This is an optimization exercise on Yosys and OpenROAD, whose aim is small area, not a production implementation. The RTL was checked by simulation tests, not by an equivalence proof against the original design. No activity file was given, so power comes from the tool's default toggle rates.

Setup of P:
// projeto_vinho_top
module projeto_vinho_top (
    input  wire       CLOCK_50,
    input  wire       KEY0,        
    input  wire       KEY1,        
    input  wire [7:0] SW,
    output wire [9:0] LEDR,
    output wire [6:0] HEX0,
    output wire [6:0] HEX1,
    output wire [6:0] HEX2,
    output wire [6:0] HEX3
);
    wire clk   = CLOCK_50;
    wire reset = ~KEY1;
    wire sensor_nivel, aprovado_cq, reprovado_cq, sw_adicionar_rolha, pulso_start;
    debounce debounce_sensor   (.clk(clk), .reset(reset), .button_in(SW[1]), .pulse_out(sensor_nivel));
    debounce debounce_apro_cq  (.clk(clk), .reset(reset), .button_in(SW[2]), .pulse_out(aprovado_cq));
    debounce debounce_repro_cq (.clk(clk), .reset(reset), .button_in(SW[3]), .pulse_out(reprovado_cq));
    debounce debounce_add_rolha(.clk(clk), .reset(reset), .button_in(SW[7]), .pulse_out(sw_adicionar_rolha));
    debounce debounce_start    (.clk(clk), .reset(reset), .button_in(KEY0),  .pulse_out(pulso_start));
    wire alarme_rolha_vazia, dispensador_ativo;
    wire motor_ativo, valvula_ativa, vedacao_ativa, decrementar_rolha;
    wire descarte_ativo, garrafa_aprovada, posicao_cq;
    fsm_main fsm_main_inst (
        .clk(clk),
        .reset(reset),
        .cmd_iniciar(~KEY0),
        .sensor_nivel(sensor_nivel),
        .alarme_rolha(alarme_rolha_vazia),
        .aprovado(aprovado_cq),
        .reprovado(reprovado_cq),
        .esteira(motor_ativo),
        .valvula_ativa(valvula_ativa),
        .vedacao_ativa(vedacao_ativa),
        .decrementar_rolha(decrementar_rolha),
        .descarte_ativo(descarte_ativo),
        .garrafa_aprovada(garrafa_aprovada),
        .posicao_cq(posicao_cq)
    );
    wire [4:0] rolhas_dezena, rolhas_unidade;
  ...
==> module debounce, before the edit <==
module debounce (
    input  wire clk,
    input  wire reset,
    input  wire button_in,
    output reg  pulse_out
);
    reg       button_sync_0;
    reg       button_sync_1;
    reg       button_stable_n;         
    reg       button_stable_prev_n;    
    reg [4:0] r;
    wire differ = ~(button_sync_1 ^ button_stable_n);
    wire fim    = r[2] & r[1] & r[0];
    always @(posedge clk or posedge reset) begin
        if (reset) begin
            button_sync_0      <= 1'b1;
            button_sync_1      <= 1'b1;
            button_stable_n      <= 1'b0;
            button_stable_prev_n <= 1'b0;
            r                  <= 5'b00000;
            pulse_out          <= 1'b0;
        end else begin
            button_sync_0      <= button_in;
            button_sync_1      <= button_sync_0;
            button_stable_prev_n <= button_stable_n;
            pulse_out            <= ~button_stable_prev_n & button_stable_n;
            if (differ & fim)
                button_stable_n <= ~button_sync_1;
            if (differ & ~fim)
                r <= {~r[3:0], r[4] ^ r[1]};
            else
                r <= 5'b00000;
        end
    end
endmodule
Settings: LEC_CHECK=0, CAP_MARGIN=0, CORE_MARGIN=2, CORE_UTILIZATION=40, CTS_BUF_LIST=sky130_fd_sc_hd__clkbuf_8, PLACE_DENSITY=0.6, SLEW_MARGIN=0; clock period 10.0 ns.
standard.sh (not shown) runs the stock make flow with config.mk's settings and CLKGATE_MAP_FILE= SYNTH_SCRIPT=/design/flow/synth_recipe.tcl, a recipe that flattens the netlist after the stock synthesis.
==> flow/flow/run.sh <==
#!/bin/bash
# The standard layout (standard.sh: ORFS from synthesis to the routed
# layout), with these changes:
#  - synthesis is synth_recipe.tcl unchanged except that ORFS's synth.tcl maps
#    the logic with flow/abc.script, an area-oriented ABC script, in place of
#    abc_speed.script, and leaves adders to ABC (no extract_fa/ADDER_MAP_FILE
#    step); registers are mapped before ABC runs, so they are the standard
#    synthesis's, with the same names and cells;
#  - the port buffers that global placement inserts are sky130_fd_sc_hd__buf_1;
#  - right after global placement (flow/downsize.tcl) every logic cell starts
#    at the smallest drive strength of its function; the resizer's
#    repair_design and repair_timing later in the flow upsize whatever slew,
#    load or timing then calls for;
#  - clock tree synthesis uses clkbuf_8 buffers and inserts no dummy loads;
#  - the floorplan does not split the tie cells (SKIP_REPAIR_TIE_FANOUT).
# Each tool's full output goes to standard.log here.
set -euo pipefail
W=$PWD

sed 's|^source \$::env(SCRIPTS_DIR)/synth_preamble.tcl$|&\nset abc_args [lreplace $abc_args 1 1 '"$W"'/flow/abc.script]\nunset -nocomplain ::env(ADDER_MAP_FILE)|' \
  "$FLOW_HOME/scripts/synth.tcl" > "$W/synth_abc.tcl"
grep -q "flow/abc.script" "$W/synth_abc.tcl"
grep -q "unset -nocomplain ::env(ADDER_MAP_FILE)" "$W/synth_abc.tcl"
sed 's|\$::env(SCRIPTS_DIR)/synth.tcl|'"$W"'/synth_abc.tcl|' synth_recipe.tcl > "$W/synth_recipe_abc.tcl"
grep -q "synth_abc.tcl" "$W/synth_recipe_abc.tcl"
sed 's|SYNTH_SCRIPT=[^ ]*synth_recipe.tcl|SYNTH_SCRIPT='"$W"'/synth_recipe_abc.tcl|' standard.sh > "$W/standard_abc.sh"
grep -q "synth_recipe_abc.tcl" "$W/standard_abc.sh"

export BUFFER_PORTS_ARGS="-buffer_cell sky130_fd_sc_hd__buf_1"
export POST_GLOBAL_PLACE_TCL="$W/flow/downsize.tcl"
export CTS_ARGS="-sink_clustering_enable -repair_clock_nets -buf_list sky130_fd_sc_hd__clkbuf_8 -dont_use_dummy_load"
export SKIP_REPAIR_TIE_FANOUT=1
bash "$W/standard_abc.sh" > standard.log 2>&1
Other scripts of this flow, unchanged in this note and not shown: flow/flow/abc.script, flow/flow/downsize.tcl
Inputs modified between P and Q:
==> flow/design.v, changed modules only <==
module debounce (
    input  wire clk,
    input  wire reset,
    input  wire button_in,
    output reg  pulse_out
);
    reg       button_sync_0;
    reg       button_sync_1;
    reg       button_stable_n;         
    reg [4:0] r;
    wire differ = ~(button_sync_1 ^ button_stable_n);
    wire fim    = r[2] & r[1] & r[0];
    wire queda  = r[4] & ~r[3] & ~r[1];        
    wire cai    = differ & fim & ~button_stable_n;
    always @(posedge clk or posedge reset) begin
        if (reset) begin
            button_sync_0   <= 1'b1;
            button_sync_1   <= 1'b1;
            button_stable_n <= 1'b0;
            r               <= 5'b00000;
            pulse_out       <= 1'b0;
        end else begin
            button_sync_0 <= button_in;
            button_sync_1 <= button_sync_0;
            pulse_out     <= queda;
            if (differ & fim)
                button_stable_n <= ~button_sync_1;
            if (differ & ~fim)
                r <= {~r[3:0], (r[4] ^ r[1]) & ~queda};
            else
                r <= {cai, 4'b0000};
        end
    end
endmodule
## What came out
The final layout from Q, which completed every stage, passed the timing, design-rule and antenna checks at the end of the flow.
Of P and Q, the lower final non-filler cell area belongs to Q.
Q vs. P: sequential share of layout area went down by 2.0 points.
P → Q: minimum clock period decreased 300 ps; power decreased 0.025 mW; layout filler cell count decreased 50.


old:
projeto_vinho_top, a different RTL version from the one above (not shown whole).
For scale: about 370 cells after synthesis, ~95 flip-flops, about 49 I/O pins, ~3800 um2 of cells after synthesis.
==> flow/config.mk <==
export PLATFORM = sky130hd
export DESIGN_NAME = projeto_vinho_top
export DESIGN_NICKNAME = projeto_vinho_top
export VERILOG_FILES = /design/flow/design.v
export SDC_FILE = /design/flow/constraint.sdc
export NUM_CORES = 4
export LEC_CHECK = 0
export CAP_MARGIN = 0
export CORE_MARGIN = 2
export CORE_UTILIZATION = 40
export CTS_BUF_LIST = sky130_fd_sc_hd__clkbuf_8
export PLACE_DENSITY = 0.6
export SLEW_MARGIN = 0
==> flow/constraint.sdc <==
create_clock -name core_clock -period 10.0 [get_ports {CLOCK_50}]
set_input_delay 2.0000 -clock core_clock [delete_from_list [all_inputs] [get_ports {CLOCK_50}]]
set_output_delay 2.0000 -clock core_clock [all_outputs]
set_load 0.01 [all_outputs]
==> flow/flow/run.sh <==
#!/bin/bash
# The standard layout (standard.sh: ORFS from synthesis to the routed
# layout), with these changes:
#  - synthesis is synth_recipe.tcl unchanged except that ORFS's synth.tcl maps
#    the logic with flow/abc.script, an area-oriented ABC script, in place of
#    abc_speed.script; registers are mapped before ABC runs, so they are the
#    standard synthesis's, with the same names and cells;
#  - the port buffers that global placement inserts are sky130_fd_sc_hd__buf_1;
#  - right after global placement (flow/downsize.tcl) every logic cell starts
#    at the smallest drive strength of its function; the resizer's
#    repair_design and repair_timing later in the flow upsize whatever slew,
#    load or timing then calls for;
#  - clock tree synthesis uses clkbuf_8 buffers and inserts no dummy loads;
#  - the floorplan does not split the tie cells (SKIP_REPAIR_TIE_FANOUT).
# Each tool's full output goes to standard.log here.
set -euo pipefail
W=$PWD

sed 's|^source \$::env(SCRIPTS_DIR)/synth_preamble.tcl$|&\nset abc_args [lreplace $abc_args 1 1 '"$W"'/flow/abc.script]|' \
  "$FLOW_HOME/scripts/synth.tcl" > "$W/synth_abc.tcl"
grep -q "flow/abc.script" "$W/synth_abc.tcl"
sed 's|\$::env(SCRIPTS_DIR)/synth.tcl|'"$W"'/synth_abc.tcl|' synth_recipe.tcl > "$W/synth_recipe_abc.tcl"
grep -q "synth_abc.tcl" "$W/synth_recipe_abc.tcl"
sed 's|SYNTH_SCRIPT=[^ ]*synth_recipe.tcl|SYNTH_SCRIPT='"$W"'/synth_recipe_abc.tcl|' standard.sh > "$W/standard_abc.sh"
grep -q "synth_recipe_abc.tcl" "$W/standard_abc.sh"

export BUFFER_PORTS_ARGS="-buffer_cell sky130_fd_sc_hd__buf_1"
export POST_GLOBAL_PLACE_TCL="$W/flow/downsize.tcl"
export CTS_ARGS="-sink_clustering_enable -repair_clock_nets -buf_list sky130_fd_sc_hd__clkbuf_8 -dont_use_dummy_load"
export SKIP_REPAIR_TIE_FANOUT=1
bash "$W/standard_abc.sh" > standard.log 2>&1
Other scripts of this flow, unchanged in this note and not shown: flow/flow/abc.script, flow/flow/downsize.tcl
--- input diff old..new ---
--- a/flow/design.v
+++ b/flow/design.v
@@ -27,13 +27,18 @@
     wire primeiro = (r == 10'd0);
     wire temporizado = (estado == ESTEIRA) | (estado == VEDANDO) |
                        (estado == DESCARTANDO) | (estado == APROVADO);
     always @(posedge clk or posedge reset) begin
         if (reset) begin
             estado <= IDLE;
+            r      <= 10'd0;
         end else begin
+            if (temporizado & ~fim)
+                r <= {~r[8:0], r[9] ^ r[6]};
+            else
+                r <= 10'd0;
             case (estado)
                 IDLE:        if (cmd_iniciar) estado <= ESTEIRA;
                 ESTEIRA:     if (fim) estado <= ENCHENDO;
                 ENCHENDO:    if (alarme_rolha) estado <= IDLE;
                              else if (sensor_nivel) estado <= VEDANDO;
                 VEDANDO:     if (fim) estado <= POSICAO_CQ;
@@ -42,17 +47,12 @@
                 DESCARTANDO: if (fim) estado <= ESTEIRA;
                 APROVADO:    if (fim) estado <= ESTEIRA;
                 default:     estado <= IDLE;
             endcase
         end
     end
-    always @(posedge clk)
-        if (temporizado & ~fim)
-            r <= {~r[8:0], r[9] ^ r[6]};
-        else
-            r <= 10'd0;
     assign esteira           = (estado == ESTEIRA) & ~primeiro;
     assign valvula_ativa     = (estado == ENCHENDO);
     assign vedacao_ativa     = (estado == VEDANDO);
     assign decrementar_rolha = (estado == VEDANDO) & primeiro;
     assign posicao_cq        = (estado == POSICAO_CQ);
     assign descarte_ativo    = (estado == DESCARTANDO);
@@ -96,34 +96,34 @@
     wire [4:0] d_prox = ({5{d_fica}}  & d) |
                         ({5{d_mais1}} & {d[3:0], ~d[4]}) |
                         ({5{d_mais2}} & {1'b0, d[1], d[0], 2'b11}) |
                         ({5{d_menos}} & {~d[0], d[4:1]});
     always @(posedge clk or posedge reset) begin
         if (reset) begin
+            r                  <= 10'd0;
             dispensador_ativo  <= 1'b0;
             gasto              <= 1'b0;
             alarme_rolha_vazia <= 1'b0;
             dezena             <= 5'b00011;      
             unidade            <= 5'b00000;
         end else begin
+            if (dispensador_ativo)
+                r <= {~r[8:0], r[9] ^ r[6]};
+            else
+                r <= 10'd0;
             if (dispensador_ativo & fim) begin
                 dispensador_ativo <= 1'b0;
                 gasto             <= 1'b1;
             end else if (c5 & ~gasto) begin
                 dispensador_ativo <= 1'b1;
             end
             unidade <= u_prox;
             dezena  <= d_prox;
             alarme_rolha_vazia <= c0 | (c1 & decrementar);
         end
     end
-    always @(posedge clk)
-        if (dispensador_ativo)
-            r <= {~r[8:0], r[9] ^ r[6]};
-        else
-            r <= 10'd0;
 endmodule
 module contador_duzias_v2 (
     input  wire clk,
     input  wire reset,
     input  wire incrementar,
     output reg  [3:0] contador_valor    
@@ -148,15 +148,13 @@
                     doze <= doze + 4'd1;
                 end
             end
         end
     end
 endmodule
-module debounce #(
-    parameter PULSO_RESET = 1
-) (
+module debounce (
     input  wire clk,
     input  wire reset,
     input  wire button_in,
     output reg  pulse_out
 );
     reg       button_sync_0;
@@ -168,36 +166,28 @@
     wire fim    = r[2] & r[1] & r[0];
     always @(posedge clk or posedge reset) begin
         if (reset) begin
             button_sync_0      <= 1'b1;
             button_sync_1      <= 1'b1;
             button_stable_n      <= 1'b0;
+            button_stable_prev_n <= 1'b0;
             r                  <= 5'b00000;
+            pulse_out          <= 1'b0;
         end else begin
             button_sync_0      <= button_in;
             button_sync_1      <= button_sync_0;
+            button_stable_prev_n <= button_stable_n;
+            pulse_out            <= ~button_stable_prev_n & button_stable_n;
             if (differ & fim)
                 button_stable_n <= ~button_sync_1;
             if (differ & ~fim)
                 r <= {~r[3:0], r[4] ^ r[1]};
             else
                 r <= 5'b00000;
         end
     end
-    always @(posedge clk)
-        button_stable_prev_n <= button_stable_n;
-    generate
-        if (PULSO_RESET) begin : pulso_com_reset
-            always @(posedge clk or posedge reset)
-                if (reset) pulse_out <= 1'b0;
-                else       pulse_out <= ~button_stable_prev_n & button_stable_n;
-        end else begin : pulso_sem_reset
-            always @(posedge clk)
-                pulse_out <= ~button_stable_prev_n & button_stable_n;
-        end
-    endgenerate
 endmodule
 module decodificador_display (
     input  wire [4:0] j,
     output wire [6:0] hex
 );
     wire d0 = ~j[4] & ~j[0];
@@ -229,15 +219,15 @@
     output wire [6:0] HEX2,
     output wire [6:0] HEX3
 );
     wire clk   = CLOCK_50;
     wire reset = ~KEY1;
     wire sensor_nivel, aprovado_cq, reprovado_cq, sw_adicionar_rolha, pulso_start;
-    debounce #(.PULSO_RESET(0)) debounce_sensor   (.clk(clk), .reset(reset), .button_in(SW[1]), .pulse_out(sensor_nivel));
-    debounce #(.PULSO_RESET(0)) debounce_apro_cq  (.clk(clk), .reset(reset), .button_in(SW[2]), .pulse_out(aprovado_cq));
-    debounce #(.PULSO_RESET(0)) debounce_repro_cq (.clk(clk), .reset(reset), .button_in(SW[3]), .pulse_out(reprovado_cq));
+    debounce debounce_sensor   (.clk(clk), .reset(reset), .button_in(SW[1]), .pulse_out(sensor_nivel));
+    debounce debounce_apro_cq  (.clk(clk), .reset(reset), .button_in(SW[2]), .pulse_out(aprovado_cq));
+    debounce debounce_repro_cq (.clk(clk), .reset(reset), .button_in(SW[3]), .pulse_out(reprovado_cq));
     debounce debounce_add_rolha(.clk(clk), .reset(reset), .button_in(SW[7]), .pulse_out(sw_adicionar_rolha));
     debounce debounce_start    (.clk(clk), .reset(reset), .button_in(KEY0),  .pulse_out(pulso_start));
     wire alarme_rolha_vazia, dispensador_ativo;
     wire motor_ativo, valvula_ativa, vedacao_ativa, decrementar_rolha;
     wire descarte_ativo, garrafa_aprovada, posicao_cq;
     fsm_main fsm_main_inst (
Notes after the runs:
Of old and new, the run reporting the higher row count was new.
Compared with old, new shows a critical-path maximum fanout that is 4 lower.
Compared with old, new shows synthesized-area fraction occupied by ao, oa, aoi and oai cells lower by 0.26 points.
Side by side, signed area change from the synthesized netlist to the final layout turned out lower in new than in old.
On proportion of cell area spent on the clock network, old and new are neck and neck.
new — power of the sequential group 9.6% lower, old as reference
Run comparison: new beginning of the critical path contador_duzias_inst.contador_valor[0]; old beginning of the critical path contador_rolhas_inst.unidade[1]


Another version of the RTL of projeto_vinho_top (not shown whole).
Size: ~410 cells after synthesis, ~49 I/O pins, ~4500 µm² of cells after synthesis.
==> module fsm_main, before the edit <==
module fsm_main (
    input  wire clk,
    input  wire reset,
    input  wire cmd_iniciar,
    input  wire sensor_nivel,
    input  wire alarme_rolha,
    input  wire aprovado,
    input  wire reprovado,
    output wire esteira,
    output wire valvula_ativa,
    output wire vedacao_ativa,
    output wire decrementar_rolha,
    output wire descarte_ativo,
    output wire garrafa_aprovada,
    output wire posicao_cq
);
    localparam IDLE        = 3'd0;
    localparam ESTEIRA0    = 3'd1;
    localparam ESTEIRA     = 3'd2;
    localparam ENCHENDO    = 3'd3;
    localparam VEDANDO     = 3'd4;
    localparam POSICAO_CQ  = 3'd5;
    localparam DESCARTANDO = 3'd6;
    localparam APROVADO    = 3'd7;
    reg [2:0] estado;
    reg [9:0] tempo;
    wire fim = (tempo == 10'b0101100100);
    wire temporizado = (estado == ESTEIRA0) | (estado == ESTEIRA) |
                       (estado == VEDANDO) | (estado == DESCARTANDO) |
                       (estado == APROVADO);
    always @(posedge clk or posedge reset) begin
        if (reset) begin
            estado <= IDLE;
            tempo  <= 10'd0;
        end else begin
            if (fim | ~temporizado)
                tempo <= 10'd0;
            else
                tempo <= {tempo[8:0], ~(tempo[9] ^ tempo[6])};
            case (estado)
                IDLE:        if (cmd_iniciar) estado <= ESTEIRA0;
                ESTEIRA0:    estado <= ESTEIRA;
                ESTEIRA:     if (fim) estado <= ENCHENDO;
                ENCHENDO:    if (alarme_rolha) estado <= IDLE;
                             else if (sensor_nivel) estado <= VEDANDO;
                VEDANDO:     if (fim) estado <= POSICAO_CQ;
                POSICAO_CQ:  if (reprovado & ~aprovado) estado <= DESCARTANDO;
                             else if (aprovado & ~reprovado) estado <= APROVADO;
                DESCARTANDO: if (fim) estado <= ESTEIRA0;
                APROVADO:    if (fim) estado <= ESTEIRA0;
            endcase
        end
    end
    assign esteira           = (estado == ESTEIRA);
    assign valvula_ativa     = (estado == ENCHENDO);
    assign vedacao_ativa     = (estado == VEDANDO);
    assign decrementar_rolha = (estado == VEDANDO);
    assign posicao_cq        = (estado == POSICAO_CQ);
    assign descarte_ativo    = (estado == DESCARTANDO);
    assign garrafa_aprovada  = (estado == APROVADO);
endmodule
==> module contador_rolhas, before the edit <==
module contador_rolhas (
    input  wire clk,
    input  wire reset,
    input  wire decrementar,
    input  wire sw_adicionar_manual,    
    output wire dispensador_ativo,
    output reg  alarme_rolha_vazia,
    output reg  [4:0] dezena,
    output reg  [4:0] unidade
);
    reg       decrementar_prev;
    reg [9:0] disp;
    wire pulso_decrementar = decrementar & ~decrementar_prev;
    wire u0  = ~unidade[4] & ~unidade[0];
    wire u1  = ~unidade[1] &  unidade[0];
    wire u5  =  unidade[4] &  unidade[0];
    wire u9  =  unidade[4] & ~unidade[3];
    wire d0  = ~dezena[4]  & ~dezena[0];
    wire d9  =  dezena[4]  & ~dezena[3];
    wire c0  = d0 & u0;
    wire c1  = d0 & u1;
    wire c5  = d0 & u5;
    wire c99 = d9 & u9;
    wire h     = disp[9] & disp[8] & disp[7] & disp[6] & disp[5] & disp[3];
    wire repor = h & disp[0] & ~disp[1];                        
    assign dispensador_ativo = ~(h & (disp[0] | disp[1]));      
    wire disp_en = ~h | ~disp[1] | (disp[0] & c5);
    wire [4:0] dez_inc  = {dezena[3:0], ~dezena[4]};
    wire [4:0] dez_inc2 = {dezena[2:0], ~dezena[4], ~dezena[3]};
    always @(posedge clk or posedge reset) begin
        if (reset) begin
            decrementar_prev   <= 1'b0;
            disp               <= 10'd1023;
            alarme_rolha_vazia <= 1'b0;
            dezena             <= 5'b00011;      
            unidade            <= 5'b00000;
        end else begin
            decrementar_prev <= decrementar;
            if (disp_en)
                disp <= disp + 10'd1;
            if (repor) begin
                unidade <= ~unidade;
                dezena  <= unidade[4] ? dez_inc2 : dez_inc;
            end else if (sw_adicionar_manual & ~c99) begin
                unidade <= {unidade[3:0], ~unidade[4]};
                if (u9) dezena <= dez_inc;
            end else if (pulso_decrementar & ~c0) begin
                unidade <= {~unidade[0], unidade[4:1]};
                if (u0) dezena <= {~dezena[0], dezena[4:1]};
            end
            alarme_rolha_vazia <= c0 | (c1 & pulso_decrementar);
        end
    end
endmodule
==> module debounce, before the edit <==
module debounce (
    input  wire clk,
    input  wire reset,
    input  wire button_in,
    output reg  pulse_out
);
    reg       button_sync_0;
    reg       button_sync_1;
    reg       button_stable;
    reg       button_stable_prev;
    reg [4:0] counter;
    wire differ = button_sync_1 ^ button_stable;
    wire fim    = counter[4] & ~counter[3] & ~counter[1] & ~counter[0];
    always @(posedge clk or posedge reset) begin
        if (reset) begin
            button_sync_0      <= 1'b1;
            button_sync_1      <= 1'b1;
            button_stable      <= 1'b1;
            button_stable_prev <= 1'b1;
            counter            <= 5'd0;
            pulse_out          <= 1'b0;
        end else begin
            button_sync_0      <= button_in;
            button_sync_1      <= button_sync_0;
            button_stable_prev <= button_stable;
            pulse_out          <= button_stable_prev & ~button_stable;
            if (differ & fim)
                button_stable <= button_sync_1;
            if (differ & ~fim)
                counter <= {counter[3:0], ~(counter[4] ^ counter[0])};
            else
                counter <= 5'd0;
        end
    end
endmodule
clock: 10.0 ns
lec_check: 0
cap_margin: 20
core_margin: 2
core_utilization: 40
cts_buf_list: sky130_fd_sc_hd__clkbuf_8
place_density: 0.6
slew_margin: 20
run.sh (not shown) runs the stock make flow with config.mk's settings and CLKGATE_MAP_FILE= SYNTH_SCRIPT=/design/flow/synth_recipe.tcl, a recipe that flattens the netlist after the stock synthesis.
Stock flow here: none of the scripts above is used.
Rerun with:
--- a/flow/design.v
+++ b/flow/design.v
@@ -21,24 +21,24 @@
     localparam VEDANDO     = 3'd4;
     localparam POSICAO_CQ  = 3'd5;
     localparam DESCARTANDO = 3'd6;
     localparam APROVADO    = 3'd7;
     reg [2:0] estado;
-    reg [9:0] tempo;
-    wire fim = (tempo == 10'b0101100100);
+    reg [9:0] r;
+    wire fim = (r == 10'b1001000111);
     wire temporizado = (estado == ESTEIRA0) | (estado == ESTEIRA) |
                        (estado == VEDANDO) | (estado == DESCARTANDO) |
                        (estado == APROVADO);
     always @(posedge clk or posedge reset) begin
         if (reset) begin
             estado <= IDLE;
-            tempo  <= 10'd0;
-        end else begin
-            if (fim | ~temporizado)
-                tempo <= 10'd0;
+            r      <= 10'd0;
+        end else begin
+            if (temporizado & ~fim)
+                r <= {~r[8:0], r[9] ^ r[6]};
             else
-                tempo <= {tempo[8:0], ~(tempo[9] ^ tempo[6])};
+                r <= 10'd0;
             case (estado)
                 IDLE:        if (cmd_iniciar) estado <= ESTEIRA0;
                 ESTEIRA0:    estado <= ESTEIRA;
                 ESTEIRA:     if (fim) estado <= ENCHENDO;
                 ENCHENDO:    if (alarme_rolha) estado <= IDLE;
@@ -62,17 +62,18 @@
 module contador_rolhas (
     input  wire clk,
     input  wire reset,
     input  wire decrementar,
     input  wire sw_adicionar_manual,    
-    output wire dispensador_ativo,
+    output reg  dispensador_ativo,
     output reg  alarme_rolha_vazia,
     output reg  [4:0] dezena,
     output reg  [4:0] unidade
 );
     reg       decrementar_prev;
-    reg [9:0] disp;
+    reg [9:0] r;
+    reg       gasto;
     wire pulso_decrementar = decrementar & ~decrementar_prev;
     wire u0  = ~unidade[4] & ~unidade[0];
     wire u1  = ~unidade[1] &  unidade[0];
     wire u5  =  unidade[4] &  unidade[0];
     wire u9  =  unidade[4] & ~unidade[3];
@@ -80,27 +81,35 @@
     wire d9  =  dezena[4]  & ~dezena[3];
     wire c0  = d0 & u0;
     wire c1  = d0 & u1;
     wire c5  = d0 & u5;
     wire c99 = d9 & u9;
-    wire h     = disp[9] & disp[8] & disp[7] & disp[6] & disp[5] & disp[3];
-    wire repor = h & disp[0] & ~disp[1];                        
-    assign dispensador_ativo = ~(h & (disp[0] | disp[1]));      
-    wire disp_en = ~h | ~disp[1] | (disp[0] & c5);
+    wire fim   = (r == 10'b1001000111);
+    wire repor = gasto & r[4];
     wire [4:0] dez_inc  = {dezena[3:0], ~dezena[4]};
     wire [4:0] dez_inc2 = {dezena[2:0], ~dezena[4], ~dezena[3]};
     always @(posedge clk or posedge reset) begin
         if (reset) begin
             decrementar_prev   <= 1'b0;
-            disp               <= 10'd1023;
+            r                  <= 10'd0;
+            dispensador_ativo  <= 1'b0;
+            gasto              <= 1'b0;
             alarme_rolha_vazia <= 1'b0;
             dezena             <= 5'b00011;      
             unidade            <= 5'b00000;
         end else begin
             decrementar_prev <= decrementar;
-            if (disp_en)
-                disp <= disp + 10'd1;
+            if (dispensador_ativo)
+                r <= {~r[8:0], r[9] ^ r[6]};
+            else
+                r <= 10'd0;
+            if (dispensador_ativo & fim) begin
+                dispensador_ativo <= 1'b0;
+                gasto             <= 1'b1;
+            end else if (c5 & ~gasto) begin
+                dispensador_ativo <= 1'b1;
+            end
             if (repor) begin
                 unidade <= ~unidade;
                 dezena  <= unidade[4] ? dez_inc2 : dez_inc;
             end else if (sw_adicionar_manual & ~c99) begin
                 unidade <= {unidade[3:0], ~unidade[4]};
@@ -159,32 +168,32 @@
 );
     reg       button_sync_0;
     reg       button_sync_1;
     reg       button_stable;
     reg       button_stable_prev;
-    reg [4:0] counter;
+    reg [4:0] r;
     wire differ = button_sync_1 ^ button_stable;
-    wire fim    = counter[4] & ~counter[3] & ~counter[1] & ~counter[0];
+    wire fim    = r[2] & r[1] & r[0];
     always @(posedge clk or posedge reset) begin
         if (reset) begin
             button_sync_0      <= 1'b1;
             button_sync_1      <= 1'b1;
             button_stable      <= 1'b1;
             button_stable_prev <= 1'b1;
-            counter            <= 5'd0;
+            r                  <= 5'b00000;
             pulse_out          <= 1'b0;
         end else begin
             button_sync_0      <= button_in;
             button_sync_1      <= button_sync_0;
             button_stable_prev <= button_stable;
             pulse_out          <= button_stable_prev & ~button_stable;
             if (differ & fim)
                 button_stable <= button_sync_1;
             if (differ & ~fim)
-                counter <= {counter[3:0], ~(counter[4] ^ counter[0])};
+                r <= {~r[3:0], r[4] ^ r[1]};
             else
-                counter <= 5'd0;
+                r <= 5'b00000;
         end
     end
 endmodule
 module decodificador_display (
     input  wire [4:0] j,
Effect: Cell area decreases slightly; critical path depth decreases by 1; worst setup slack is worse by 0.23 ns; sequential power increases by a few percent; total power drops slightly.

## re-timing with driven ports
Ports are ideal in the flow. The routed layouts listed here were re-timed in OpenROAD. Step 1: set_driving_cell puts a clkbuf_16 on CLOCK_50 and a buf_2 on each other input, an assumption about the parent block. Step 2, shift: input delay + t, output delay - t, t = (earliest + latest rising clock arrival at the registers) / 2. This alone moves slack from input paths to output paths. a / b / c = no drivers / after step 1 / after step 2; a / b = the first two.
run	t, ns	setup WS [ns]	worst hold slack (ns)
P	0.370	5.690 / 5.659 / 6.029	0.356 / 0.356 / 0.356
Q	0.371	5.988 / 5.956 / 6.328	0.355 / 0.355 / 0.355
old	0.365	6.308 / 6.277 / 6.555	0.358 / 0.358 / 0.358
new	0.364	6.342 / 6.314 / 6.678	0.334 / 0.334 / 0.334
the first run of note 3	0.382	5.822 / 5.790 / 6.172	0.359 / 0.359 / 0.359
the second run of note 3	0.384	5.590 / 5.559 / 5.942	0.360 / 0.360 / 0.360
After both steps every run listed still meets setup and hold. Setup slack includes reset recovery checks.
